This design comes from an exercise in tuning for small area on the open sky130 flow, not from production work. In this exercise RTL edits were held to simulation tests only and were not proved equivalent to the original. Power figures rest on the tool's default switching activity, not on a simulated workload.

## run A
// text_driver_80x60
module text_driver_80x60 (
  input CLK_50MHz,
  input RESET,
  input [7:0] CHAR,
  input WE,
  output [12:0] DISP_ADDR,  
  output [7:0] DISP_DATA,
  output DISP_WE
  );
For scale: roughly 3000 cells after synthesis, roughly 33 I/O pins.
Settings: LEC_CHECK=0, ABC_AREA=1, CAP_MARGIN=10, CORE_MARGIN=2, CORE_UTILIZATION=55, SLEW_MARGIN=10, SYNTH_MEMORY_MAX_BITS=16384; clock period 10.0 ns.
standard.sh (not shown) runs the stock make flow with config.mk's settings and CLKGATE_MAP_FILE= SYNTH_SCRIPT=/design/flow/synth_recipe.tcl, a recipe that flattens the netlist after the stock synthesis.
==> flow/flow/run.sh <==
#!/bin/bash
# The standard layout with these changes:
#  - synthesis maps the logic with an area-oriented ABC script
#    (flow/abc_area.script) in place of ORFS's, and leaves adders to ABC
#    (no ADDER_MAP_FILE) instead of mapping them to full/half-adder cells;
#  - clock tree synthesis uses clkbuf_8 for the leaf clusters, clkbuf_16
#    above them, and inserts no dummy loads;
#  - every input and output port is buffered with buf_1 (the standard flow
#    picks a larger buffer).
set -euo pipefail
rm -rf scripts_area
cp -r "$FLOW_HOME/scripts" scripts_area
cp flow/abc_area.script scripts_area/abc_area.script
bash standard.sh SCRIPTS_DIR="$PWD/scripts_area" ADDER_MAP_FILE= synth > synth.log 2>&1
CTS="-sink_clustering_enable -repair_clock_nets -sink_clustering_size 16 -sink_clustering_max_diameter 45"
CTS="$CTS -buf_list {sky130_fd_sc_hd__clkbuf_16 sky130_fd_sc_hd__clkbuf_8} -root_buf sky130_fd_sc_hd__clkbuf_16"
CTS="$CTS -sink_clustering_buffer sky130_fd_sc_hd__clkbuf_8 -dont_use_dummy_load"
bash standard.sh CTS_ARGS="$CTS" \
  BUFFER_PORTS_ARGS="-inputs -outputs -buffer_cell sky130_fd_sc_hd__buf_1" > layout.log 2>&1
==> flow/flow/abc_area.script <==
&get -n
&st
&deepsyn -T 30
&dch -f
&nf -a
&st
&deepsyn -T 30
&dch -f
&nf -a
&put
topo
Run A | stages: all done | timing, DRC, antenna: all pass
Setup changes, run A to run B
Settings: an added GPL_TIMING_DRIVEN of 0; a change of CORE_UTILIZATION from 55 to 45.
--- a/flow/flow/run.sh
+++ b/flow/flow/run.sh
@@ -13,5 +13,5 @@
 cp flow/abc_area.script scripts_area/abc_area.script
 bash standard.sh SCRIPTS_DIR="$PWD/scripts_area" ADDER_MAP_FILE= synth > synth.log 2>&1
-CTS="-sink_clustering_enable -repair_clock_nets -sink_clustering_size 16 -sink_clustering_max_diameter 45"
+CTS="-sink_clustering_enable -repair_clock_nets -sink_clustering_size 15 -sink_clustering_max_diameter 50"
 CTS="$CTS -buf_list {sky130_fd_sc_hd__clkbuf_16 sky130_fd_sc_hd__clkbuf_8} -root_buf sky130_fd_sc_hd__clkbuf_16"
 CTS="$CTS -sink_clustering_buffer sky130_fd_sc_hd__clkbuf_8 -dont_use_dummy_load"
Findings:
The flow did not stop early for run B: all stages ran, and the layout cleared the timing, design-rule and antenna checks.
Diff run A and run B: combinational power share higher in run B
Looking at final design area excluding fillers, run B sits above run A.
Re critical path's largest stage delay: run A and run B aren't equal, and the higher value belongs to run B.
Changes in run C relative to run B:
Settings: CTS_BUF_LIST newly set to sky130_fd_sc_hd__clkbuf_8 sky130_fd_sc_hd__clkbuf_4; CTS_CLUSTER_SIZE newly set to 30; GPL_TIMING_DRIVEN removed (was 0); CTS_CLUSTER_DIAMETER newly set to 60.
==> run summary <==
Routing usage on met1 up 1.7 points in run C wrt run B. Diff run B..run C | clock network fraction of design power | negligible. Run C has more setup slack than run B. Per the comparison of run C with run B, total via count after detailed routing now sits higher, footprint of the multi-input gates about even. Between run C and run B, the difference in number of nets at the end of the flow is negligible. Run C ends up with a wire length that is about 5% higher than in run B.
For run D, these inputs were changed with respect to run C:
==> flow/flow/run.sh <==
#!/bin/bash
# The standard layout with these changes:
#  - synthesis maps the logic with an area-oriented ABC script
#    (flow/abc_area.script) in place of ORFS's, and leaves adders to ABC
#    (no ADDER_MAP_FILE) instead of mapping them to full/half-adder cells;
#  - clock tree synthesis clusters up to 20 flip-flops per clkbuf_16 and
#    inserts no dummy loads.
set -euo pipefail
rm -rf scripts_area
cp -r "$FLOW_HOME/scripts" scripts_area
cp flow/abc_area.script scripts_area/abc_area.script
bash standard.sh SCRIPTS_DIR="$PWD/scripts_area" ADDER_MAP_FILE= synth > synth.log 2>&1
CTS="-sink_clustering_enable -repair_clock_nets -sink_clustering_size 20 -sink_clustering_max_diameter 60"
CTS="$CTS -buf_list {sky130_fd_sc_hd__clkbuf_16} -dont_use_dummy_load"
bash standard.sh CTS_ARGS="$CTS" > layout.log 2>&1
==> comparison <==
Run C has completed all stages; timing, DRC and antenna checks passed. Run D closes out successfully: all stages finished, all timing, DRC and antenna checks passed. Looking at total power divided by cell area, run D sits about 4% higher than run C does. Diff run D and run C: final core utilization lower in run C. Row final critical delay including setup and external delays: run D lower / run C higher. Post-route clock period utilization, run D and run C: lower on run D. Of the two candidates, run C has the better clock skew and run D the worse one. Total of clock buffers placed in the layout for run D is lower than for run C. Run D against run C: final non-filler cell area climbed 370 µm², number of non-clock buffers in the layout dropped 8, final hold slack barely changed, number of search-and-repair iterations in the first detailed-routing pass dropped 1.
Input changes introduced in run E (baseline for comparison: run D):
Settings: a deleted CTS_CLUSTER_DIAMETER that had been 60; a change of SLEW_MARGIN from 10 to 5; a change of CORE_UTILIZATION from 45 to 50; a deleted CTS_BUF_LIST that had been sky130_fd_sc_hd__clkbuf_8 sky130_fd_sc_hd__clkbuf_4; a deleted CTS_CLUSTER_SIZE that had been 30; a change of CAP_MARGIN from 10 to 5.
==> flow/flow/run.sh <==
#!/bin/bash
# The standard layout with these changes:
#  - synthesis maps the logic with an area-oriented ABC script
#    (flow/abc_area.script) in place of ORFS's, and leaves adders to ABC
#    (no ADDER_MAP_FILE) instead of mapping them to full/half-adder cells;
#  - clock tree synthesis uses clkbuf_8 for the leaf clusters, clkbuf_16
#    above them, and inserts no dummy loads;
#  - every input and output port is buffered with buf_1 (the standard flow
#    picks a larger buffer).
set -euo pipefail
rm -rf scripts_area
cp -r "$FLOW_HOME/scripts" scripts_area
cp flow/abc_area.script scripts_area/abc_area.script
bash standard.sh SCRIPTS_DIR="$PWD/scripts_area" ADDER_MAP_FILE= synth > synth.log 2>&1
CTS="-sink_clustering_enable -repair_clock_nets -sink_clustering_size 18 -sink_clustering_max_diameter 50"
CTS="$CTS -buf_list {sky130_fd_sc_hd__clkbuf_16 sky130_fd_sc_hd__clkbuf_8} -root_buf sky130_fd_sc_hd__clkbuf_16"
CTS="$CTS -sink_clustering_buffer sky130_fd_sc_hd__clkbuf_8 -dont_use_dummy_load"
bash standard.sh CTS_ARGS="$CTS" \
  BUFFER_PORTS_ARGS="-inputs -outputs -buffer_cell sky130_fd_sc_hd__buf_1" > layout.log 2>&1
--- outcome ---
- Run E and run D ended up with nearly the same required time at the endpoint of the critical path.
- The final critical-path required period number comes out lower for run E vs run D.
- The more densely filled core belongs to run E, not run D.
- Global-route track usage on met2 in run E is 3.6 points above run D.
- Part of the cycle the worst path needs (run E over run D): decrease, 0.49 points
- Diff run E and run D: non-clock buffer count higher in run D
### run E -> run F
Settings: CAP_MARGIN: 5 -> 10; CTS_BUF_LIST: unset -> sky130_fd_sc_hd__clkbuf_8 sky130_fd_sc_hd__clkbuf_4; CTS_CLUSTER_DIAMETER: unset -> 60; SLEW_MARGIN: 5 -> 10; CORE_UTILIZATION: 50 -> 45; CTS_CLUSTER_SIZE: unset -> 30.
==> flow/flow/run.sh <==
#!/bin/bash
# The standard layout with these changes:
#  - synthesis maps the logic with an area-oriented ABC script
#    (flow/abc_area.script) in place of ORFS's, and leaves adders to ABC
#    (no ADDER_MAP_FILE) instead of mapping them to full/half-adder cells;
#  - clock tree synthesis uses clkbuf_8 for the leaf clusters, clkbuf_16
#    above them, and inserts no dummy loads.
set -euo pipefail
rm -rf scripts_area
cp -r "$FLOW_HOME/scripts" scripts_area
cp flow/abc_area.script scripts_area/abc_area.script
bash standard.sh SCRIPTS_DIR="$PWD/scripts_area" ADDER_MAP_FILE= synth > synth.log 2>&1
CTS="-sink_clustering_enable -repair_clock_nets -sink_clustering_size 15 -sink_clustering_max_diameter 50"
CTS="$CTS -buf_list {sky130_fd_sc_hd__clkbuf_16 sky130_fd_sc_hd__clkbuf_8} -root_buf sky130_fd_sc_hd__clkbuf_16"
CTS="$CTS -sink_clustering_buffer sky130_fd_sc_hd__clkbuf_8 -dont_use_dummy_load"
bash standard.sh CTS_ARGS="$CTS" > layout.log 2>&1
==> comparison <==
Looking at minimum clock period after layout, run F sits 0.013 ns above run E. Sort run F and run E by global-route met1 utilization asc -> top: run F. | data arrival time of the worst path | run F vs run E | 0.02 ns higher |. Diff run E -> run F | number of global-route vias before repair | up slightly. Of run F and run E, the run reporting the lower power per unit of standard cell area was run E. In the metrics for run F and run E, the one carrying the lower static leakage is run E. Width of the die is lower on run E. Against run E, run F comes in 3.0% higher on post-layout total power. Diff run F..run E | detail-routed net length per standard cell | negligible. [diff] final standard cell area without fillers, run F relative to run E: regression. From run E to run F, number of failing hold endpoints at the final stage did not move at all.

[static timing again, ports no longer ideal]
The results above use ideal ports. As a check the final layouts listed here were re-extracted and re-timed, cells and wires unchanged.
Step 1 sets driving cells, clkbuf_16 on the clock port and buf_2 on the other inputs (assumed; they add their load-dependent delay and slew).
Step 2, shift: input delay + t, output delay - t, t = (earliest + latest rising clock arrival at the registers) / 2. This alone moves slack from input paths to output paths.
Three values: ideal, step 1, step 2; two values: the first two.
run	shift t [ns]	setup slack, ns	worst slew at a driven data input, ns
run A	0.635	1.873 / 1.873 / 1.873	0.03
run B	0.616	0.953 / 0.953 / 0.953	0.03
run C	0.635	2.076 / 2.076 / 2.076	0.03
run D	0.627	2.211 / 2.211 / 2.211	0.04
run E	0.596	2.259 / 2.259 / 2.259	0.03
run F	0.623	2.247 / 2.247 / 2.247	0.04
After both steps every run listed still meets setup and hold.
